From an optimization exercise on the open Yosys and OpenROAD flow, aimed at small area, a short achievable clock period and few clock cycles per item; shortcuts taken in it are not production practice. No run shown here included a check of the RTL's function; only the layout flow was run. No activity file was given, so power comes from the tool's default toggle rates.

**flow/abc_post.script**
```
strash
dch
map -D 300
topo
stime -c
```
**flow/run.sh**
```bash
#!/bin/bash
# Layout flow: the standard ORFS flow, with two changes.
#  1. Synthesis is ORFS's own script (with the standard flow's -nofsm -noshare wrapper,
#     flatten and renaming, as in synth_recipe.tcl), but ABC maps with the
#     script in flow/abc.script (the logic feeding the output ports first,
#     with flow/abc_post.script if present), and full/half adder extraction
#     can be skipped.
#  2. The port buffers inserted during placement are buf cells instead of
#     the slow clkdlybuf cells that buffer_ports picks by default.
# Settings come from flow/params.sh. Each tool's output goes to its own log.
set -euo pipefail
HERE=$(pwd)
source "$HERE/flow/params.sh"
export MY_ABC_SCRIPT="$HERE/flow/abc.script"
if [ -f "$HERE/flow/abc_post.script" ]; then export MY_ABC_POST_SCRIPT="$HERE/flow/abc_post.script"; fi
export MY_NOFA
export BUFFER_PORTS_ARGS="-buffer_cell $PORT_BUFFER"
sed "s#SYNTH_SCRIPT=[^ ]*#SYNTH_SCRIPT=$HERE/flow/synth.tcl#" standard.sh > my_standard.sh
bash my_standard.sh finish > flow_make.log 2>&1
```
**config.mk**
```make
export PLATFORM = sky130hd
export DESIGN_NAME = sqrt_mult_system
export DESIGN_NICKNAME = sqrt_mult_system
export VERILOG_FILES = /design/flow/design.v
export SDC_FILE = /design/flow/constraint.sdc
export NUM_CORES = 4
export LEC_CHECK = 0
export CAP_MARGIN = 20
export CORE_MARGIN = 2
export CORE_UTILIZATION = 40
export SETUP_SLACK_MARGIN = 2.2
export SLEW_MARGIN = 20
```
**flow/abc.script**
```
strash
dch
map -D 1300
topo
stime -c
```
**constraint.sdc**
```tcl
create_clock -name core_clock -period 5.0 [get_ports {clk_i}]
set_input_delay 1.0000 -clock core_clock [delete_from_list [all_inputs] [get_ports {clk_i}]]
set_output_delay 1.0000 -clock core_clock [all_outputs]
set_load 0.01 [all_outputs]
```
**flow/params.sh**
```bash
MY_NOFA=1
PORT_BUFFER=sky130_fd_sc_hd__buf_1
```
**flow/synth.tcl**
```tcl
# synth_recipe.tcl with hooks: abc runs flow/abc.script (MY_ABC_SCRIPT);
# when MY_ABC_POST_SCRIPT is set, the logic in the input cone of the output
# ports (back to the flip-flops) is mapped first, with that script; and
# extract_fa is skipped when MY_NOFA is 1.
proc synth {args} { yosys synth -nofsm -noshare {*}$args }
proc abc {args} {
  set out {}
  set skip 0
  foreach a $args {
    if {$skip} { set skip 0; continue }
    if {$a eq "-script" || $a eq "-D"} { set skip 1; continue }
    lappend out $a
  }
  if {[info exists ::env(MY_ABC_POST_SCRIPT)] && $::env(MY_ABC_POST_SCRIPT) ne ""} {
    set outp $out
    lappend outp -script $::env(MY_ABC_POST_SCRIPT)
    yosys select -set postcone o:* %ci*:-sky130_fd_sc_hd__dfxtp_1
    yosys abc {*}$outp @postcone
  }
  lappend out -script $::env(MY_ABC_SCRIPT)
  yosys abc {*}$out
}
if {$::env(MY_NOFA)} { proc extract_fa {args} {} }
source $::env(SCRIPTS_DIR)/synth.tcl
# left out here: clear keep_hierarchy, flatten, clean up, hide names made inside functions, write 1_2_yosys.v
```
**design.v**
```verilog
module sqrt_mult_system (
    input clk_i,
    input rst_i,
    input start_i,
    input [7:0] a_bi,
    input [7:0] b_bi,
    output [15:0] result,
    output done
);
    wire [5:0] sel;
    wire s000;
    wire s001;
    wire s002;
    wire s003;
    wire s004;
    wire s005;
    wire s006;
    wire s007;
    wire s008;
    wire s009;
    wire s010;
    wire s011;
    wire s012;
    wire s013;
    wire s014;
    wire s015;
    wire s016;
    wire s017;
    wire s018;
    wire s019;
    wire s020;
    wire s021;
    wire s022;
    wire s023;
    wire s024;
    wire s025;
    wire s026;
    wire s027;
    wire s028;
    wire s029;
    wire s030;
    wire s031;
    wire s032;
    wire s033;
    wire s034;
    wire s035;
    wire s036;
    wire s037;
    wire s038;
    wire s039;
    wire s040;
    wire s041;
    wire s042;
    wire s043;
    wire s044;
    wire s045;
    wire s046;
    wire s047;
    wire s048;
    wire s049;
    wire s050;
    wire s051;
    wire s052;
    wire s053;
    wire s054;
    wire s055;
    wire s056;
    wire s057;
    wire s058;
    wire s059;
    wire s060;
    wire s061;
    wire s062;
    wire s063;
    wire s064;
    wire c12;
    assign s000 = ~b_bi[5];
    assign s001 = ~b_bi[4];
    assign s002 = s001 & s000;
    assign s003 = ~s002;
    assign s004 = ~b_bi[6];
    assign s005 = ~b_bi[7];
    assign s006 = s005 & s004;
    assign sel[3] = s006 & s003;
    assign s007 = s002 & s004;
    assign s008 = ~s007;
    assign c12 = s008 & b_bi[7];
    assign s009 = ~b_bi[0];
    assign s010 = ~b_bi[1];
    assign s011 = s010 & s009;
    assign s012 = ~b_bi[2];
    assign s013 = ~b_bi[3];
    assign s014 = s013 & s012;
    assign s015 = s014 & s011;
    assign s016 = b_bi[7] & b_bi[4];
    assign s017 = ~s016;
    assign s018 = s017 & s015;
    assign s019 = ~s018;
    assign s020 = s005 & s001;
    assign s021 = ~s020;
    assign s022 = b_bi[7] & s004;
    assign s023 = ~s022;
    assign s024 = s023 & s021;
    assign s025 = s024 & b_bi[5];
    assign s026 = s025 & s019;
    assign s027 = ~s026;
    assign s028 = s027 & s008;
    assign s029 = ~s028;
    assign s030 = s011 & s012;
    assign s031 = ~s030;
    assign s032 = s031 & b_bi[3];
    assign s033 = ~s032;
    assign s034 = s021 & s004;
    assign s035 = ~s034;
    assign s036 = s035 & s005;
    assign s037 = s036 & s033;
    assign s038 = ~s037;
    assign sel[2] = s038 & s029;
    assign s039 = ~s006;
    assign s040 = ~c12;
    assign sel[4] = s040 & s039;
    assign s041 = ~sel[2];
    assign s042 = s005 & s000;
    assign s043 = s042 & s008;
    assign s044 = ~s043;
    assign s045 = s044 & s023;
    assign s046 = s021 & s003;
    assign s047 = ~s046;
    assign s048 = s047 & s014;
    assign s049 = ~s048;
    assign s050 = s049 & s045;
    assign sel[1] = s050 & s041;
    assign s051 = ~s050;
    assign s052 = s015 & s005;
    assign s053 = ~s052;
    assign s054 = ~s024;
    assign s055 = s054 & s039;
    assign s056 = ~s055;
    assign s057 = s056 & s053;
    assign s058 = ~s057;
    assign s059 = s058 & s000;
    assign s060 = ~s059;
    assign s061 = s060 & s051;
    assign s062 = s034 & s017;
    assign s063 = s062 & s033;
    assign s064 = ~s063;
    assign sel[0] = s064 & s061;
    assign sel[5] = c12;
    wire [16:0] d;
    wire p000;
    wire p001;
    wire p002;
    wire p003;
    wire p004;
    wire p005;
    wire p006;
    wire p007;
    wire p008;
    wire p009;
    wire p010;
    wire p011;
    wire p012;
    wire p013;
    wire p014;
    wire p015;
    wire p016;
    wire p017;
    wire p018;
    wire p019;
    wire p020;
    wire p021;
    wire p022;
    wire p023;
    wire p024;
    wire p025;
    wire p026;
    wire p027;
    wire p028;
    wire p029;
    wire p030;
    wire p031;
    wire p032;
    wire p033;
    wire p034;
    wire p035;
    wire p036;
    wire p037;
    wire p038;
    wire p039;
    wire p040;
    wire p041;
    wire p042;
    wire p043;
    wire p044;
    wire p045;
    wire p046;
    wire p047;
    wire p048;
    wire p049;
    wire p050;
    wire p051;
    wire p052;
    wire p053;
    wire p054;
    wire p055;
    wire p056;
    wire p057;
    wire p058;
    wire p059;
    wire p060;
    wire p061;
    wire p062;
    wire p063;
    wire p064;
    wire p065;
    wire p066;
    wire p067;
    wire p068;
    wire p069;
    wire p070;
    wire p071;
    wire p072;
    wire p073;
    wire p074;
    wire p075;
    wire p076;
    wire p077;
    wire p078;
    wire p079;
    wire p080;
    wire p081;
    wire p082;
    wire p083;
    wire p084;
    wire p085;
    wire p086;
    wire p087;
    wire p088;
    wire p089;
    wire p090;
    wire p091;
    wire p092;
    wire p093;
    wire p094;
    wire p095;
    wire p096;
    wire p097;
    wire p098;
    wire p099;
    wire p100;
    wire p101;
    wire p102;
    wire p103;
    wire p104;
    wire p105;
    wire p106;
    wire p107;
    wire p108;
    wire p109;
    wire p110;
    wire p111;
    wire p112;
    wire p113;
    wire p114;
    wire p115;
    wire p116;
    wire p117;
    wire p118;
    wire p119;
    wire p120;
    wire p121;
    wire p122;
    wire p123;
    wire p124;
    wire p125;
    wire p126;
    wire p127;
    wire p128;
    wire p129;
    wire p130;
    wire p131;
    wire p132;
    wire p133;
    wire p134;
    wire p135;
    wire p136;
    wire p137;
    wire p138;
    wire p139;
    wire p140;
    wire p141;
    wire p142;
    wire p143;
    wire p144;
    wire p145;
    wire p146;
    wire p147;
    wire p148;
    wire p149;
    wire p150;
    wire p151;
    wire p152;
    wire p153;
    wire p154;
    wire p155;
    wire p156;
    wire p157;
    wire p158;
    wire p159;
    wire p160;
    wire p161;
    wire p162;
    wire p163;
    wire p164;
    wire p165;
    wire p166;
    wire p167;
    wire p168;
    wire p169;
    wire p170;
    wire p171;
    wire p172;
    wire p173;
    wire p174;
    wire p175;
    wire p176;
    wire p177;
    wire p178;
    wire p179;
    wire p180;
    wire p181;
    wire p182;
    wire p183;
    wire p184;
    wire p185;
    wire p186;
    wire p187;
    wire p188;
    wire p189;
    wire p190;
    wire p191;
    wire p192;
    wire p193;
    wire p194;
    wire p195;
    wire p196;
    wire p197;
    wire p198;
    wire p199;
    wire p200;
    wire p201;
    wire p202;
    wire p203;
    wire p204;
    wire p205;
    wire p206;
    wire p207;
    wire p208;
    wire p209;
    wire p210;
    wire p211;
    wire p212;
    wire p213;
    wire p214;
    wire p215;
    wire p216;
    wire p217;
    wire p218;
    wire p219;
    wire p220;
    wire p221;
    wire p222;
    wire p223;
    wire p224;
    wire p225;
    wire p226;
    wire p227;
    wire p228;
    wire p229;
    wire p230;
    wire p231;
    wire p232;
    wire p233;
    wire p234;
    wire p235;
    wire p236;
    wire p237;
    wire p238;
    wire p239;
    wire p240;
    wire p241;
    wire p242;
    wire p243;
    wire p244;
    wire p245;
    wire p246;
    wire p247;
    wire p248;
    wire p249;
    wire p250;
    wire p251;
    wire p252;
    wire p253;
    wire p254;
    wire p255;
    wire p256;
    wire p257;
    wire p258;
    wire p259;
    wire p260;
    wire p261;
    wire p262;
    wire p263;
    wire p264;
    wire p265;
    wire p266;
    wire p267;
    wire p268;
    wire p269;
    wire p270;
    wire p271;
    wire p272;
    wire p273;
    wire p274;
    wire p275;
    wire p276;
    wire p277;
    wire p278;
    wire p279;
    wire p280;
    wire p281;
    wire p282;
    wire p283;
    wire fl_p0;
    wire hv9;
    wire hv8;
    wire hv7;
    wire hv6;
    wire hv5;
    wire hv4;
    wire lv9;
    wire lv8;
    wire lv7;
    wire lv6;
    wire lv1;
    wire lv0;
    wire fl_s1_3g;
    wire fl_x1;
    wire fl_x2;
    wire fl_x3;
    assign p208 = ~sel[3];
    assign p217 = ~sel[5];
    assign p220 = p217 & p208;
    assign p221 = ~p220;
    assign p222 = p221 & a_bi[0];
    assign p223 = a_bi[1] & sel[1];
    assign p224 = ~p223;
    assign p225 = a_bi[2] & sel[0];
    assign p226 = ~p225;
    assign p227 = p226 & p224;
    assign p228 = ~a_bi[0];
    assign p229 = p228 & a_bi[1];
    assign p230 = ~p229;
    assign p231 = p230 & a_bi[2];
    assign p232 = ~p231;
    assign p233 = ~a_bi[2];
    assign p234 = p229 & p233;
    assign p235 = ~p234;
    assign p236 = p235 & p232;
    assign p237 = ~p236;
    assign p238 = p237 & sel[2];
    assign p239 = ~p238;
    assign p240 = p239 & p227;
    assign p241 = ~p240;
    assign p242 = p241 & p222;
    assign p243 = ~p242;
    assign p244 = ~p222;
    assign p245 = p240 & p244;
    assign p246 = ~p245;
    assign fl_p0 = p246 & p243;
    assign p247 = ~a_bi[6];
    assign p248 = ~a_bi[4];
    assign p249 = a_bi[0] & a_bi[1];
    assign p250 = ~p249;
    assign p251 = p250 & p233;
    assign p252 = ~p251;
    assign p253 = p252 & a_bi[3];
    assign p254 = ~p253;
    assign p255 = p254 & p248;
    assign p256 = ~p255;
    assign p257 = p256 & a_bi[5];
    assign p258 = ~p257;
    assign p259 = p258 & p247;
    assign p260 = ~p259;
    assign p261 = p260 & a_bi[7];
    assign hv9 = p261 & sel[5];
    assign p262 = ~p261;
    assign p263 = ~a_bi[7];
    assign p264 = ~a_bi[5];
    assign p265 = ~a_bi[3];
    assign p266 = a_bi[1] & a_bi[2];
    assign p267 = ~p266;
    assign p268 = p267 & p265;
    assign p269 = ~p268;
    assign p270 = p269 & a_bi[4];
    assign p271 = ~p270;
    assign p272 = p271 & p264;
    assign p273 = ~p272;
    assign p274 = p273 & a_bi[6];
    assign p275 = ~p274;
    assign p276 = p275 & p263;
    assign p277 = ~p276;
    assign p278 = p277 & p262;
    assign p279 = p278 & sel[5];
    assign p280 = ~p279;
    assign p281 = sel[4] & a_bi[7];
    assign p282 = ~p281;
    assign p283 = p282 & p280;
    assign hv8 = ~p283;
    assign p000 = sel[4] & a_bi[6];
    assign p001 = ~p000;
    assign p002 = a_bi[7] & sel[3];
    assign p003 = ~p002;
    assign p004 = p003 & p001;
    assign p005 = p275 & p260;
    assign p006 = p005 & a_bi[7];
    assign p007 = ~p006;
    assign p008 = ~p005;
    assign p009 = p008 & p263;
    assign p010 = ~p009;
    assign p011 = p010 & p007;
    assign p012 = p011 & sel[5];
    assign p013 = ~p012;
    assign p014 = p013 & p004;
    assign hv7 = ~p014;
    assign p015 = sel[4] & a_bi[5];
    assign p016 = ~p015;
    assign p017 = a_bi[6] & sel[3];
    assign p018 = ~p017;
    assign p019 = p018 & p016;
    assign p020 = p273 & p258;
    assign p021 = ~p020;
    assign p022 = p021 & a_bi[6];
    assign p023 = ~p022;
    assign p024 = p020 & p247;
    assign p025 = ~p024;
    assign p026 = p025 & p023;
    assign p027 = ~p026;
    assign p028 = p027 & sel[5];
    assign p029 = ~p028;
    assign p030 = p029 & p019;
    assign hv6 = ~p030;
    assign p031 = sel[4] & a_bi[4];
    assign p032 = ~p031;
    assign p033 = a_bi[5] & sel[3];
    assign p034 = ~p033;
    assign p035 = p034 & p032;
    assign p036 = p271 & p256;
    assign p037 = p036 & a_bi[5];
    assign p038 = ~p037;
    assign p039 = ~p036;
    assign p040 = p039 & p264;
    assign p041 = ~p040;
    assign p042 = p041 & p038;
    assign p043 = p042 & sel[5];
    assign p044 = ~p043;
    assign p045 = p044 & p035;
    assign hv5 = ~p045;
    assign p046 = sel[4] & a_bi[3];
    assign p047 = ~p046;
    assign p048 = a_bi[4] & sel[3];
    assign p049 = ~p048;
    assign p050 = p049 & p047;
    assign p051 = p266 & p265;
    assign p052 = ~p051;
    assign p053 = a_bi[3] & p233;
    assign p054 = p053 & p250;
    assign p055 = ~p054;
    assign p056 = p055 & p052;
    assign p057 = ~p056;
    assign p058 = p057 & a_bi[4];
    assign p059 = ~p058;
    assign p060 = p056 & p248;
    assign p061 = ~p060;
    assign p062 = p061 & p059;
    assign p063 = p062 & sel[5];
    assign p064 = ~p063;
    assign p065 = p064 & p050;
    assign hv4 = ~p065;
    assign lv9 = p261 & sel[2];
    assign p066 = p278 & sel[2];
    assign p067 = ~p066;
    assign p068 = a_bi[7] & sel[1];
    assign p069 = ~p068;
    assign p070 = p069 & p067;
    assign lv8 = ~p070;
    assign p071 = a_bi[7] & sel[0];
    assign p072 = ~p071;
    assign p073 = a_bi[6] & sel[1];
    assign p074 = ~p073;
    assign p075 = p074 & p072;
    assign p076 = p011 & sel[2];
    assign p077 = ~p076;
    assign p078 = p077 & p075;
    assign lv7 = ~p078;
    assign p079 = a_bi[5] & sel[1];
    assign p080 = ~p079;
    assign p081 = a_bi[6] & sel[0];
    assign p082 = ~p081;
    assign p083 = p082 & p080;
    assign p084 = p027 & sel[2];
    assign p085 = ~p084;
    assign p086 = p085 & p083;
    assign lv6 = ~p086;
    assign p087 = a_bi[0] & sel[1];
    assign p088 = ~p087;
    assign p089 = a_bi[1] & sel[0];
    assign p090 = ~p089;
    assign p091 = p090 & p088;
    assign p092 = ~a_bi[1];
    assign p093 = a_bi[0] & p092;
    assign p094 = ~p093;
    assign p095 = p094 & p230;
    assign p096 = ~p095;
    assign p097 = p096 & sel[2];
    assign p098 = ~p097;
    assign p099 = p098 & p091;
    assign lv1 = ~p099;
    assign p100 = ~sel[0];
    assign p101 = ~sel[2];
    assign p102 = p101 & p100;
    assign p103 = ~p102;
    assign lv0 = p103 & a_bi[0];
    assign p104 = sel[4] & a_bi[0];
    assign p105 = ~p104;
    assign p106 = sel[3] & a_bi[1];
    assign p107 = ~p106;
    assign p108 = p107 & p105;
    assign p109 = p096 & sel[5];
    assign p110 = ~p109;
    assign p111 = p110 & p108;
    assign p112 = ~p111;
    assign p113 = p266 & a_bi[3];
    assign p114 = ~p113;
    assign p115 = p114 & p055;
    assign p116 = p268 & p252;
    assign p117 = ~p116;
    assign p118 = p117 & p115;
    assign p119 = ~p118;
    assign p120 = p119 & sel[2];
    assign p121 = ~p120;
    assign p122 = a_bi[3] & sel[0];
    assign p123 = ~p122;
    assign p124 = sel[1] & a_bi[2];
    assign p125 = ~p124;
    assign p126 = p125 & p123;
    assign p127 = p126 & p121;
    assign p128 = ~p127;
    assign p129 = p128 & p112;
    assign p130 = ~p129;
    assign p131 = p126 & p111;
    assign p132 = p131 & p121;
    assign p133 = ~p132;
    assign p134 = p133 & p242;
    assign p135 = ~p134;
    assign p136 = p135 & p130;
    assign p137 = ~p136;
    assign p138 = sel[4] & a_bi[1];
    assign p139 = ~p138;
    assign p140 = sel[3] & a_bi[2];
    assign p141 = ~p140;
    assign p142 = p141 & p139;
    assign p143 = p237 & sel[5];
    assign p144 = ~p143;
    assign p145 = p144 & p142;
    assign p146 = a_bi[3] & sel[1];
    assign p147 = ~p146;
    assign p148 = a_bi[4] & sel[0];
    assign p149 = ~p148;
    assign p150 = p149 & p147;
    assign p151 = p248 & sel[2];
    assign p152 = p151 & p057;
    assign p153 = ~p152;
    assign p154 = a_bi[4] & sel[2];
    assign p155 = p154 & p056;
    assign p156 = ~p155;
    assign p157 = p156 & p153;
    assign p158 = p157 & p150;
    assign p159 = ~p158;
    assign p160 = p159 & p145;
    assign p161 = ~p160;
    assign p162 = ~p145;
    assign p163 = p158 & p162;
    assign p164 = ~p163;
    assign p165 = p164 & p161;
    assign p166 = ~p165;
    assign p167 = p166 & p137;
    assign p168 = ~p167;
    assign p169 = p159 & p162;
    assign p170 = ~p169;
    assign p171 = p170 & p168;
    assign p172 = a_bi[4] & sel[1];
    assign p173 = ~p172;
    assign p174 = a_bi[5] & sel[0];
    assign p175 = ~p174;
    assign p176 = p175 & p173;
    assign p177 = p264 & sel[2];
    assign p178 = p177 & p036;
    assign p179 = ~p178;
    assign p180 = a_bi[5] & sel[2];
    assign p181 = p180 & p039;
    assign p182 = ~p181;
    assign p183 = p182 & p179;
    assign p184 = p183 & p176;
    assign p185 = sel[4] & a_bi[2];
    assign p186 = ~p185;
    assign p187 = a_bi[3] & sel[3];
    assign p188 = ~p187;
    assign p189 = p188 & p186;
    assign p190 = p119 & sel[5];
    assign p191 = ~p190;
    assign p192 = p191 & p189;
    assign p193 = ~p192;
    assign p194 = p193 & p184;
    assign p195 = ~p194;
    assign p196 = ~p184;
    assign p197 = p192 & p196;
    assign p198 = ~p197;
    assign p199 = p198 & p195;
    assign p200 = ~p199;
    assign p201 = p200 & p171;
    assign p202 = ~p201;
    assign p203 = p192 & p184;
    assign p204 = ~p203;
    assign fl_s1_3g = p204 & p202;
    assign p205 = p133 & p130;
    assign p206 = ~p205;
    assign p207 = p206 & p242;
    assign p209 = ~p207;
    assign p210 = p205 & p243;
    assign p211 = ~p210;
    assign p212 = p211 & p209;
    assign fl_x1 = ~p212;
    assign p213 = p165 & p136;
    assign p214 = ~p213;
    assign fl_x2 = p214 & p168;
    assign p215 = ~p171;
    assign p216 = p199 & p215;
    assign p218 = ~p216;
    assign p219 = p218 & p202;
    assign fl_x3 = ~p219;
    assign d = { hv9, hv8, hv7, hv6, hv5, hv4, lv9, lv8, lv7, lv6, fl_s1_3g, fl_x3, fl_x2, fl_x1, fl_p0, lv1, lv0 };
    reg        done_r;
    reg [5:0] res_lo;
    reg        cy_r;
    reg [3:0] up_lo;
    reg [5:0] up_hi;
    always @(posedge clk_i) begin
        done_r <= start_i & ~rst_i;
        {up_hi, up_lo, cy_r, res_lo} <= d;
    end
    wire [5:0] u;
    wire q000;
    wire q001;
    wire q002;
    wire q003;
    wire q004;
    wire q005;
    wire q006;
    wire q007;
    wire q008;
    wire q009;
    wire q010;
    wire q011;
    wire q012;
    wire q013;
    wire q014;
    wire q015;
    wire q016;
    wire q017;
    wire q018;
    wire q019;
    wire q020;
    wire q021;
    wire q022;
    wire q023;
    wire q024;
    wire q025;
    wire q026;
    wire q027;
    wire q028;
    wire q029;
    wire q030;
    wire q031;
    wire q032;
    wire q033;
    wire q034;
    wire q035;
    wire q036;
    wire q037;
    wire q038;
    wire q039;
    wire q040;
    wire q041;
    wire q042;
    wire q043;
    wire q044;
    wire q045;
    wire q046;
    wire q047;
    wire q048;
    wire q049;
    wire q050;
    wire q051;
    wire q052;
    wire q053;
    wire q054;
    wire q055;
    wire q056;
    wire q057;
    wire q058;
    wire q059;
    wire q060;
    wire q061;
    wire q062;
    wire q063;
    wire q064;
    wire q065;
    wire q066;
    wire q067;
    wire q068;
    wire q069;
    wire q070;
    wire q071;
    wire q072;
    wire q073;
    wire q074;
    wire q075;
    wire q076;
    wire q077;
    wire q078;
    wire q079;
    wire q080;
    wire q081;
    wire fu_x0;
    wire fu_x1;
    wire fu_x2;
    wire fu_x3;
    wire fu_x4;
    wire fu_x5;
    assign q005 = ~cy_r;
    assign q006 = q005 & up_lo[0];
    assign q007 = ~q006;
    assign q008 = ~up_lo[0];
    assign q009 = cy_r & q008;
    assign q010 = ~q009;
    assign q011 = q010 & q007;
    assign q012 = ~q011;
    assign q013 = q012 & up_hi[0];
    assign q014 = ~q013;
    assign q015 = ~up_hi[0];
    assign q016 = q011 & q015;
    assign q017 = ~q016;
    assign fu_x0 = q017 & q014;
    assign q018 = cy_r & up_lo[0];
    assign q019 = ~q018;
    assign q020 = q019 & q015;
    assign q021 = ~q020;
    assign q022 = q005 & q008;
    assign q023 = ~q022;
    assign q024 = q023 & q021;
    assign q025 = up_lo[1] & up_hi[1];
    assign q026 = ~q025;
    assign q027 = ~up_hi[1];
    assign q028 = ~up_lo[1];
    assign q029 = q028 & q027;
    assign q030 = ~q029;
    assign q031 = q030 & q026;
    assign q032 = q031 & q024;
    assign q033 = ~q032;
    assign q034 = ~q024;
    assign q035 = ~q031;
    assign q036 = q035 & q034;
    assign q037 = ~q036;
    assign fu_x1 = q037 & q033;
    assign q038 = up_lo[1] & up_hi[1];
    assign q039 = ~q038;
    assign q040 = q030 & q023;
    assign q041 = q040 & q021;
    assign q042 = ~q041;
    assign q043 = q042 & q039;
    assign q044 = up_lo[2] & up_hi[2];
    assign q045 = ~q044;
    assign q046 = ~up_hi[2];
    assign q047 = ~up_lo[2];
    assign q048 = q047 & q046;
    assign q049 = ~q048;
    assign q050 = q049 & q045;
    assign q051 = ~q050;
    assign q052 = q051 & q043;
    assign q053 = ~q052;
    assign q054 = ~q043;
    assign q055 = q050 & q054;
    assign q056 = ~q055;
    assign fu_x2 = q056 & q053;
    assign q057 = q056 & q045;
    assign q058 = ~up_hi[3];
    assign q059 = ~up_lo[3];
    assign q060 = q059 & q058;
    assign q061 = ~q060;
    assign q062 = up_lo[3] & up_hi[3];
    assign q063 = ~q062;
    assign q064 = q063 & q061;
    assign q065 = ~q064;
    assign q066 = q065 & q057;
    assign q067 = ~q066;
    assign q068 = ~q057;
    assign q069 = q064 & q068;
    assign q070 = ~q069;
    assign fu_x3 = q070 & q067;
    assign q071 = q063 & q045;
    assign q072 = q071 & q056;
    assign q073 = ~q072;
    assign q074 = q061 & up_hi[4];
    assign q075 = q074 & q073;
    assign q076 = ~q075;
    assign q077 = ~up_hi[4];
    assign q078 = q063 & q077;
    assign q079 = q078 & q070;
    assign q080 = ~q079;
    assign fu_x4 = q080 & q076;
    assign q081 = q076 & up_hi[5];
    assign q000 = ~q081;
    assign q001 = ~up_hi[5];
    assign q002 = q075 & q001;
    assign q003 = ~q002;
    assign q004 = q003 & q000;
    assign fu_x5 = ~q004;
    assign u = { fu_x5, fu_x4, fu_x3, fu_x2, fu_x1, fu_x0 };
    assign result = {4'b0, u, res_lo};
    assign done   = done_r;
endmodule
```
**standard.sh**
```bash
#!/bin/bash
# synth_recipe.tcl (not shown) runs the flow's synth.tcl, then flattens the netlist and writes it again
# the make line also repeats each setting of config.mk as NAME=value (left out here)
make -C /OpenROAD-flow-scripts/flow DESIGN_CONFIG=/design/flow/config.mk WORK_HOME=/design/flow/orfs CLKGATE_MAP_FILE= SYNTH_SCRIPT=/design/flow/synth_recipe.tcl "${@:-finish}"
```
==> metrics.yaml, run 1 <==
critical_path:
  critPathKind: "in2reg"
  worst_path_max_delay_cell: "a31oi_2"
  crit_path_frequent_cell: "clkinv_1"
  cp_cell_sequence: "buf_1 -> clkinv_1 -> nand2_1 -> clkinv_1 -> a31oi_2 -> nor2_4 -> nor2_4 -> clkinv_1 -> o21ai_1 -> xor2_1 -> nand3_1 -> o21a_1"
  startpoint_type: "primary input"
  end_kind: "flop"
  max_stage_delay_ns: 0.23
  cp.arrival_ns: 2.78
  path_max_fanout: 8
  crit_required_ns: 5.21
yosys:
  netlist_area_um2: 1300
  ys.warnings.count: 1
  ys_ff_latch: 18
  ys_types: 26
  synthCells: 204
  yosysSeqAreaShare_pct: 27.6
  synth.avg_cell_area_um2: 6.39
sta:
  layout_setup_ws_ns: 2.43
  grt_setup_unrepaired: "no"
  drv_slew: 0
  finalCritPeriodShare_pct: 51.4
  period_minus_slack_ns: 2.57
  max_freq_ghz: 0.389
  setup_tns_ns: 0
  setup_viol_count_final: 0
  hold_viol: 0
floorplanning:
  initial_utilization_pct: 42.4
  die_area_um2: 3730
  die_h_um: 61.1
  num_io_pins: 36
  num_rows: 20
  core-area_um2: 3080
  die_w_um: 61.1
place:
  io_buffer_count: 31
  dp_hpwl_mm: 2.20
  postPlaceCellArea_um2: 1410
  place.gp.congestion: 0.854
  post-place-ws_ns: 1.74
worst_hold_path:
  holdPathEnd: "done_r"
  min_path_cells: 2
  hold_class: "in2reg"
  holdCritStartpoint: "rst_i"
route:
  wire_per_inst_um: 10.1
  drt_pass1_iterations: 4
  final_antenna_net_count: 0
  drt-initial-drc-count: 30
  vias: 1328
  via_per_inst: 4.81
  drcViolationCount: 0
  wl_mm: 2.79
clock_tree:
  cts_tree: "built"
  cts_root_buffer: "clkbuf_4"
  clockBufferDepth: 2
  post_cts.repair.setup_buffers: 0
  cts-htree-levels: 1
  cts_buffers: 3
  clkTransAtPathRegs_ns: 0.12
  cts_hold_buf: 0
  clock_sinks: 18
layout:
  antenna-diode-count: 0
  drive_above_1_share_pct: 7.33
  final_nets: 252
  syn_to_final_growth_pct: 14.4
  final_area_um2: 1490
power:
  powerDensity_nw_per_um2: 310
  leakagePower_nw: 0.615
  ir_drop_v: 0.0000844
grt:
  gr-max-usage-layer: "met2"
  antenna_found_initial: 0
  overflow: 0
  grt_use_met3_pct: 1.89
  grt_pass1_wl_mm: 4.62
  grt_max_degree: 11
  grt.met1_usage_pct: 22.6
  grt_pass1_vias: 1101
  grtUsageTotal_pct: 16.2
  met2_usage_pct: 26.0
run:
  drv_cap: 0
outcome:
  outcome: "no timing/DRC/antenna violations"
## through the flow
step / hold WS, ns / std cells / util [%] / power (mW)
2_1_floorplan: 1.07 / 207 / - / 0.343
3_3_place_gp: 1.15 / 272 / 45.9 / 0.367
3_5_place_dp: 1.16 / 272 / 45.9 / 0.367
4_1_cts: 0.828 / 276 / 47.3 / 0.458
5_1_grt: 0.832 / 276 / 48.5 / 0.503
6_report: 0.826 / 276 / 48.5 / 0.463
## logic make-up after synthesis
kind of cell | share of synthesized area, %
buf+inv | 13.2
xor+xnor | 7.39
simple gates | 29.3
flops | 27.6
other cells | 0.288
compound gates | 22.2
## worst max-delay path by stage
stage | start | endpoint | slack, ns | cells after the start
2_1_floorplan | b_bi[7] | res_lo[4] | 2.31 | 10
3_3_place_gp | b_bi[7] | res_lo[5] | 1.78 | 12
3_5_place_dp | b_bi[7] | res_lo[5] | 1.74 | 12
4_1_cts | b_bi[7] | res_lo[5] | 2.27 | 13
5_1_grt | b_bi[6] | cy_r | 2.21 | 12
6_report | b_bi[6] | cy_r | 2.43 | 12
## area by class of cell
class,count,area (µm²)
Fill cell,354,1590
Timing Repair Buffer,31,118
Inverter,26,97.6
Clock buffer,4,36.3
Multi-Input combinational cell,153,825
Tap cell,44,55.1
Sequential cell,18,360
## synth_stat cells (all sizes together)
master | instances | share of area (%)
xnor2 | 4 | 2.7
o221ai | 4 | 2.7
and3 | 1 | 0.58
clkinv | 26 | 7.5
nor2 | 29 | 8.3
a31oi | 1 | 0.48
a22oi | 7 | 4.0
or2 | 3 | 1.4
a21oi | 11 | 4.2
a221oi | 1 | 0.67
nor3 | 2 | 0.77
nand4 | 2 | 0.96
xor2 | 7 | 4.7
o21bai | 2 | 1.2
conb | 1 | 0.29
nand2 | 47 | 14
o31ai | 1 | 0.58
o21ai | 8 | 3.1
o21a | 2 | 1.2
dfxtp | 18 | 28
o22ai | 5 | 2.4
o211ai | 1 | 0.58
and2 | 1 | 0.58
buf | 10 | 5.8
nand3 | 8 | 3.1
a21boi | 2 | 1.2
## what timing repair did
action                     in CTS  in global routing
resized for setup               4                 13
setup endpoints to repair       3                  4
pin swaps                       0                  0
## layout by cell type (no fill, tap or decap), types with 3 or more instances in the layout
cell type,count
nand2_1,47
buf_1,30
nor2_1,26
clkinv_1,25
dfxtp_1,18
a21oi_1,11
nand3_1,8
xor2_1,7
a22oi_1,7
o21ai_0,5
xnor2_1,4
o22ai_1,4
o221ai_1,4
conb_1,4
or2_2,3
nor2_4,3
o21ai_1,3
clkbuf_4,3
## metal layers
| metal | vias to the layer above | part of all wire [%] |
|---|---|---|
| met5 | - | 0 |
| met1 | 568 | 50 |
| li1 | 724 | - |
| met3 | 2 | 4.4 |
| met2 | 34 | 45 |
| met4 | 0 | 0.68 |
## state kept, by name, summed over array words and instances (netlist names)
register	cells
cy_r	1
done_r	1
res_lo	6
up_hi	6
up_lo	4
## critical path, delay by kind of cell
family,cells,cell delay [ns]
simple gates,4,0.48
compound gates,3,0.56
buf+inv,4,0.55
xor+xnor,1,0.20
## report_power, final
part	leakage, nW	switching (mW)	internal (mW)	total [mW]
clock	0.0210	0.0470	0.0444	0.0914
sequential	0.151	0.0133	0.168	0.182
combinational	0.443	0.116	0.0736	0.190
total	0.615	0.177	0.286	0.463
==> run 2: changes to the inputs <==
==> flow/run.sh (replaced) <==
#!/bin/bash
# Layout flow: the standard ORFS flow, with three changes.
#  1. Synthesis is ORFS's own script (with the standard flow's -nofsm -noshare wrapper,
#     flatten and renaming, as in synth_recipe.tcl), but ABC maps with the
#     script in flow/abc.script (the logic feeding the output ports first,
#     with flow/abc_post.script if present), and full/half adder extraction
#     can be skipped.
#  2. The port buffers inserted during placement are buf cells instead of
#     the slow clkdlybuf cells that buffer_ports picks by default.
#  3. With SKIP_TIE_FANOUT=1, the one tie cell from synthesis drives all
#     constant outputs (floorplan does not make a tie cell per output).
# Settings come from flow/params.sh. Each tool's output goes to its own log.
set -euo pipefail
HERE=$(pwd)
source "$HERE/flow/params.sh"
export MY_ABC_SCRIPT="$HERE/flow/abc.script"
if [ -f "$HERE/flow/abc_post.script" ]; then export MY_ABC_POST_SCRIPT="$HERE/flow/abc_post.script"; fi
export MY_NOFA
export BUFFER_PORTS_ARGS="-buffer_cell $PORT_BUFFER"
if [ "${SKIP_TIE_FANOUT:-0}" = 1 ]; then export SKIP_REPAIR_TIE_FANOUT=1; fi
sed "s#SYNTH_SCRIPT=[^ ]*#SYNTH_SCRIPT=$HERE/flow/synth.tcl#" standard.sh > my_standard.sh
bash my_standard.sh finish > flow_make.log 2>&1
==> flow/params.sh (replaced) <==
MY_NOFA=1
PORT_BUFFER=sky130_fd_sc_hd__buf_1
SKIP_TIE_FANOUT=1
==> run 2 against run 1 <==
Still clean on timing, DRC and antenna. Sequential power about the same. Global-route usage up 0.69 points. Non-clock buffer count up 1. Sequential cell count unchanged. Hold slack better by 0.00053 ns. Critical path type unchanged. Critical endpoint is now res_lo[5].
==> metrics.yaml, run 2 <==
floorplanning:
  die_h_um: 61.1  # unchanged
  num_rows: 20  # unchanged
  die_area_um2: 3730  # unchanged
  initial_utilization_pct: 42.4  # unchanged
  num_io_pins: 36  # unchanged
  core-area_um2: 3080  # unchanged
  die_w_um: 61.1  # unchanged
layout:
  filler_cell_count: 337  # -4.8%
  final_area_um2: 1460  # -2.1%
  final_core_util_pct: 47.4  # -1.0 points
  final_nets: 250  # -0.79%
  drive_above_1_share_pct: 6.11  # -1.2 points
  final_cell_count_no_fill: 273  # -1.1%
  layout_common_cells: "47 x nand2_1, 30 x buf_1, 26 x nor2_1, 26 x clkinv_1, 18 x dfxtp_1"
  antenna-diode-count: 0  # unchanged
  syn_to_final_growth_pct: 12.0
  final_common_cell: "nand2_1"
yosys:
  synth_commonest_cells: "47 x nand2_1, 29 x nor2_1, 26 x clkinv_1"
  synthXorXnorAreaFrac_pct: 7.39  # unchanged
  synth_compound_area_share_pct: 22.2  # unchanged
  synth_simple_gate_area_share_pct: 29.3  # unchanged
  synth_fa_ha_area_share_pct: 0  # unchanged
  synthCells: 204  # unchanged
  yosysTopAreaCell: "dfxtp_1"
  yosysSeqAreaShare_pct: 27.6  # unchanged
  ys_types: 26  # unchanged
  yosys_most_used_dff: "dfxtp_1"
  synth_top_family_by_area: "simple AND/OR/NAND/NOR gates"
  synth_top_area_share_pct: 27.6  # unchanged
  netlist_area_um2: 1300  # unchanged
  ys_ff_latch: 18  # unchanged
  synth_enable_flop_cells: 0  # unchanged
  muxShareOfSynthArea_pct: 0  # unchanged
  synth.avg_cell_area_um2: 6.39  # unchanged
  synthArstFlopShare_pct: 0  # unchanged
  netlist_top_cells_area: "dfxtp_1 28%, nand2_1 14%, nor2_1 8.3%"
  ys.warnings.count: 1  # unchanged
  post-synth-top-count-cell: "nand2_1"
power:
  ir_drop_v: 0.000106  # +26%
  p_int_mw: 0.270  # -5.8%
  leakagePower_nw: 0.600  # -2.4%
  comb_power_share_pct: 42.5  # +1.5 points
  clkPwrFrac_pct: 16.3  # -3.4 points
  powerDensity_nw_per_um2: 303  # -2.4%
  p_seq_share_pct: 41.1  # +1.9 points
  p_sw_mw: 0.173  # -2.2%
  switching_share_pct: 39.0  # +0.88 points
critical_path:
  crit_required_ns: 5.26  # +0.05 ns
  max_stage_delay_ns: 0.28  # +0.05 ns
  startpoint_type: "primary input"
  cp.arrival_ns: 2.94  # +0.16 ns
  end_kind: "flop"
  path_max_fanout: 8  # unchanged
  cp_cell_sequence: "buf_1 -> clkinv_1 -> nand2_1 -> clkinv_1 -> a31oi_1 -> nor2_4 -> nor2_4 -> nand2_1 -> a21boi_1 -> nand2_1 -> a21boi_1 -> o21bai_1 -> nand2_1"
  worst_path_max_delay_cell: "a21boi_1"
  crit_path_frequent_cell: "nand2_1"
  critPathKind: "in2reg"
worst_hold_path:
  holdCritStartpoint: "rst_i"
  min_path_cells: 2  # unchanged
  hold_class: "in2reg"
  holdPathEnd: "done_r"
sta:
  finalCritPeriodShare_pct: 53.5  # +2.1 points
  max_freq_ghz: 0.374  # -4.0%
  drv_slew: 0  # unchanged
  setup_tns_ns: 0  # unchanged
  hold_viol: 0  # unchanged
  grt_setup_unrepaired: "yes"
  setup_viol_count_final: 0  # unchanged
  period_minus_slack_ns: 2.68  # +0.106 ns
place:
  placed_cells: 269  # -1.1%
  dp_hpwl_mm: 2.20  # +0.31%
  io_buffer_count: 31  # unchanged
  postPlaceCellArea_um2: 1400  # -0.80%
  place.gp.congestion: 0.849  # -0.55%
route:
  drt-initial-drc-count: 42  # +40%
  drcViolationCount: 0  # unchanged
  vias: 1353  # +1.9%
  via_per_inst: 4.96  # +3.0%
  wl_mm: 2.77  # -0.75%
  drt_pass1_iterations: 4  # unchanged
  wire_per_inst_um: 10.1  # +0.34%
  final_antenna_net_count: 0  # unchanged
grt:
  grt_pass1_wl_mm: 4.75  # +3.0%
  overflow: 0  # unchanged
  grt_pass1_vias: 1140  # +3.5%
  grtUsageTotal_pct: 16.9  # +0.69 points
  grt_max_degree: 10  # -1
  antenna_found_initial: 0  # unchanged
clock_tree:
  clock_sinks: 18  # unchanged
  cts_root_buffer: "clkbuf_4"
  clkTransAtPathRegs_ns: 0.10  # -0.02 ns
  clockBufferDepth: 2  # unchanged
  cts-htree-levels: 1  # unchanged
  cts_tree: "built"
  cts_buffers: 3  # unchanged
run:
  drv_cap: 0  # unchanged
outcome:
  outcome: "no timing/DRC/antenna violations"
[run 2: cell counts after synthesis]
No cell type changed its count.
[run 2: worst max-delay path, delay by kind of cell]
family	cells	cell delay, ns
buffers and inverters	3	0.41
and+or+nand+nor	6	0.66
AOI/OAI and AO/OA	4	0.87
[run 2: worst max path at each step]
stage                  from  slack (ns)        end  depth (start not counted)
floorplan           b_bi[7]        2.31  res_lo[4]                         10
global placement    b_bi[7]        1.80  res_lo[5]                         12
detailed placement  b_bi[7]        1.70  res_lo[5]                         13
CTS                 b_bi[7]        2.24  res_lo[5]                         13
global route        b_bi[6]        2.16  res_lo[5]                         13
finish              b_bi[6]        2.32  res_lo[5]                         13
[run 2: area by class of cell]
cell class / instances / area [µm²] / area share [%]
Clock buffer: 3 / 22.5 / 1.54
Inverter: 26 / 97.6 / 6.68
Multi-Input combinational cell: 150 / 800 / 54.8
Sequential cell: 18 / 360 / 24.7
Tap cell: 44 / 55.1 / 3.77
Timing Repair Buffer: 32 / 125 / 8.57
[run 2: power by group through the flow]
stage	clock network, mW	registers [mW]	logic [mW]
2_1_floorplan	0	0.190	0.152
3_3_place_gp	0	0.185	0.182
3_5_place_dp	0	0.186	0.181
4_1_cts	0.0758	0.182	0.183
5_1_grt	0.0807	0.185	0.219
6_report	0.0722	0.182	0.188
[run 2: metrics by stage]
stage / hold WS, ns / setup WS (ns) / power [mW]
after CTS: 0.821 / 2.24 / 0.441
after detailed placement: 1.16 / 1.70 / 0.367
final: 0.826 / 2.32 / 0.443
after global placement: 1.15 / 1.80 / 0.367
after global routing: 0.836 / 2.16 / 0.485
after floorplan: 1.07 / 2.31 / 0.343
[run 2: repair_timing]
item,in CTS,in global routing
gates resized for setup,4,9
pin swaps,0,1
setup buffers,0,1
hold buffers,0,0
setup endpoints to repair,3,4
[run 2: cells by family (layout without fill, tap and decap cells)]
logic type / after synthesis / in the layout
AO/OA/AOI/OAI: 45 / 45
AND/OR/NAND/NOR: 93 / 93
buffers and inverters: 36 / 61
XOR/XNOR: 11 / 11
other: 1 / 1
flip-flops: 18 / 18
[run 2: metal layers]
layer	global-route usage, %	share of wire (%)
met2	25.8	44
met5	0	0
met3	2.52	6.1
met4	7.45	2.0
met1	23.6	48
==> run 3: changes to the inputs <==
--- a/config.mk
+++ b/config.mk
@@ -8,5 +8,5 @@
 export CAP_MARGIN = 20
 export CORE_MARGIN = 2
 export CORE_UTILIZATION = 40
-export SETUP_SLACK_MARGIN = 2.2
+export SETUP_SLACK_MARGIN = 2.3
 export SLEW_MARGIN = 20
==> run 3 against run 2 <==
Still clean. Via count rose by 0.37%. Synthesized area unchanged. Final cell count is 1.1% higher. Core utilization grew 1.9 points. Critical path depth is 2 lower. Synthesized cell count unchanged. Cell area grew 4.0%. Sequential share of layout area fell by 0.87 points. Critical endpoint unchanged.
==> metrics.yaml, run 3 <==
yosys:
  netlist_area_um2: 1300  # unchanged
  synthArstFlopShare_pct: 0  # unchanged
  post-synth-top-count-cell: "nand2_1"
  synth_top_area_share_pct: 27.6  # unchanged
  yosysTopAreaCell: "dfxtp_1"
  netlist_top_cells_area: "dfxtp_1 28%, nand2_1 14%, nor2_1 8.3%"
  yosys_most_used_dff: "dfxtp_1"
  ys_ff_latch: 18  # unchanged
  synth_enable_flop_cells: 0  # unchanged
  ys.warnings.count: 1  # unchanged
  synthCells: 204  # unchanged
  ys_types: 26  # unchanged
  yosysSeqAreaShare_pct: 27.6  # unchanged
  synth_commonest_cells: "47 x nand2_1, 29 x nor2_1, 26 x clkinv_1"
  synth.avg_cell_area_um2: 6.39  # unchanged
power:
  switching_share_pct: 39.0  # -0.060 points
  ir_drop_v: 0.000107  # +0.46%
  clkPwrFrac_pct: 15.9  # -0.4 points
  fin_total_pwr_mw: 0.453  # +2.4%
  p_int_mw: 0.277  # +2.5%
  comb_power_share_pct: 43.8  # +1.3 points
  p_sw_mw: 0.177  # +2.3%
  leakagePower_nw: 0.635  # +5.7%
  powerDensity_nw_per_um2: 298  # -1.5%
  p_seq_share_pct: 40.3  # -0.8 points
sta:
  finalCritPeriodShare_pct: 50.8  # -2.7 points
  drv_slew: 0  # unchanged
  setup_tns_ns: 0  # unchanged
  grt_setup_unrepaired: "no"
  max_freq_ghz: 0.394  # +5.4%
  hold_viol: 0  # unchanged
  period_minus_slack_ns: 2.54  # -0.137 ns
  setup_viol_count_final: 0  # unchanged
worst_hold_path:
  hold_class: "in2reg"
critical_path:
  cp_cell_sequence: "clkbuf_2 -> clkinv_1 -> o211ai_1 -> and3_4 -> nand2_1 -> nand3_1 -> and2_2 -> nor2_2 -> a21boi_2 -> o21bai_1 -> nand2_1"
  crit_required_ns: 5.21  # -0.05 ns
  crit_path_frequent_cell: "nand2_1"
  end_kind: "flop"
  worst_path_max_delay_cell: "o211ai_1"
  cp.arrival_ns: 2.75  # -0.19 ns
  cp_top_family: "simple AND/OR/NAND/NOR gates"
  cp_num_buf_inv: 2  # -1
  path_max_fanout: 8  # unchanged
  critPathKind: "in2reg"
  startpoint_type: "primary input"
  max_stage_delay_ns: 0.35  # +0.07 ns
layout:
  syn_to_final_growth_pct: 16.5
  antenna-diode-count: 0  # unchanged
  final_cell_count_no_fill: 276  # +1.1%
  layout_common_cells: "46 x nand2_1, 28 x buf_1, 24 x nor2_1"
  final_core_util_pct: 49.3  # +1.9 points
  final_common_cell: "nand2_1"
  final_nets: 253  # +1.2%
  filler_cell_count: 332  # -1.5%
  drive_above_1_share_pct: 14.2  # +8.1 points
place:
  dp_hpwl_mm: 2.20  # unchanged
  placed_cells: 269  # unchanged
  place.gp.congestion: 0.849  # unchanged
  io_buffer_count: 31  # unchanged
route:
  vias: 1358  # +0.37%
  wire_per_inst_um: 10.3  # +1.2%
  drcViolationCount: 0  # unchanged
  drt-initial-drc-count: 40  # -4.8%
  via_per_inst: 4.92  # -0.72%
  wl_mm: 2.83  # +2.3%
  drt_pass1_iterations: 4  # unchanged
  final_antenna_net_count: 0  # unchanged
run:
  drv_cap: 0  # unchanged
clock_tree:
  cts_tree: "built"
  cts-htree-levels: 1  # unchanged
  cts_root_buffer: "clkbuf_4"
  clockBufferDepth: 2  # unchanged
  clkTransAtPathRegs_ns: 0.10  # about the same
  cts_hold_buf: 0  # unchanged
  clock_sinks: 18  # unchanged
  cts_buffers: 3  # unchanged
floorplanning:
  num_rows: 20  # unchanged
  core-area_um2: 3080  # unchanged
  die_area_um2: 3730  # unchanged
  initial_utilization_pct: 42.4  # unchanged
  die_w_um: 61.1  # unchanged
  num_io_pins: 36  # unchanged
  die_h_um: 61.1  # unchanged
grt:
  grt_max_degree: 10  # unchanged
  grtUsageTotal_pct: 16.9  # unchanged
  overflow: 0  # unchanged
  grt_pass1_wl_mm: 4.75  # unchanged
  antenna_found_initial: 0  # unchanged
  grt_pass1_vias: 1141  # +0.088%
outcome:
  outcome: "no timing/DRC/antenna violations"
-- run 3: cell types whose count changed in the layout (fill, tap and decap cells not counted), sizes merged --
cell,change
inv,+4
buf,+1
clkbuf,+2
clkinv,-4
-- run 3: final timing paths --
path,endpoint,cells after the start,slack (ns),from
max,res_lo[5],11,2.46,b_bi[7]
min,done_r,2,0.83,rst_i
-- run 3: cells by family after synthesis --
group | share of synthesized area [%]
flip-flops | 27.6
AO/OA/AOI/OAI | 22.2
buffers and inverters | 13.2
AND/OR/NAND/NOR | 29.3
XOR/XNOR | 7.39
other | 0.288
-- run 3: power groups by stage --
stage	combinational [mW]	sequential (mW)	clock [mW]
2_1_floorplan	0.152	0.190	0
3_3_place_gp	0.182	0.185	0
3_5_place_dp	0.181	0.186	0
4_1_cts	0.184	0.182	0.0758
5_1_grt	0.229	0.186	0.0808
6_report	0.199	0.183	0.0721
-- run 3: cell type report --
cell class	instances	area [µm²]	area share (%)
well taps	44	55.1	3.62
clock buffers	3	22.5	1.48
multi-input cells	150	832	54.8
inverters	26	97.6	6.43
flip-flops and latches	18	362	23.8
repair buffers	35	150	9.88
-- run 3: routing by layer --
layer	global-route usage (%)	vias to the layer above	share of wire, %
met2	25.8	35	44
met5	0	-	0
li1	-	726	-
met3	2.52	5	4.3
met1	23.6	592	49
met4	7.45	0	1.9
-- run 3: repair_timing --
item,in CTS,in global routing
pin swaps,1,4
setup endpoints to repair,3,6
resized for setup,4,25
cloned,0,0
buffers inserted,1,3
-- run 3: stage by stage --
stage / hold slack, ns / worst slack (ns) / area, µm²
global placement: 1.15 / 1.80 / 1400
finish: 0.828 / 2.46 / 1520
floorplan: 1.07 / 2.31 / 1300
detailed placement: 1.16 / 1.70 / 1400
CTS: 0.821 / 2.29 / 1440
global route: 0.836 / 2.28 / 1520

[what the ideal ports hide]
Ports are ideal in the flow. The routed layouts listed here were re-timed in OpenROAD.
Step 1: set_driving_cell puts a clkbuf_16 on clk_i and a buf_2 on each other input, an assumption about the parent block.
Step 2 also shifts input and output timing later by t, the mid clock arrival at the registers, as if the neighbouring blocks saw the same clock.
Slacks: ideal / step 1 / step 2; pairs: ideal / step 1.
run | shift t [ns] | setup slack, ns | worst hold slack (ns)
run 1 | 0.314 | 2.429 / 2.429 / 2.116 | 0.826 / 0.826 / 1.140
run 2 | 0.324 | 2.323 / 2.324 / 2.001 | 0.826 / 0.827 / 1.151
run 3 | 0.321 | 2.460 / 2.459 / 2.138 | 0.828 / 0.828 / 1.149
After both steps setup and hold are still met in every run listed.
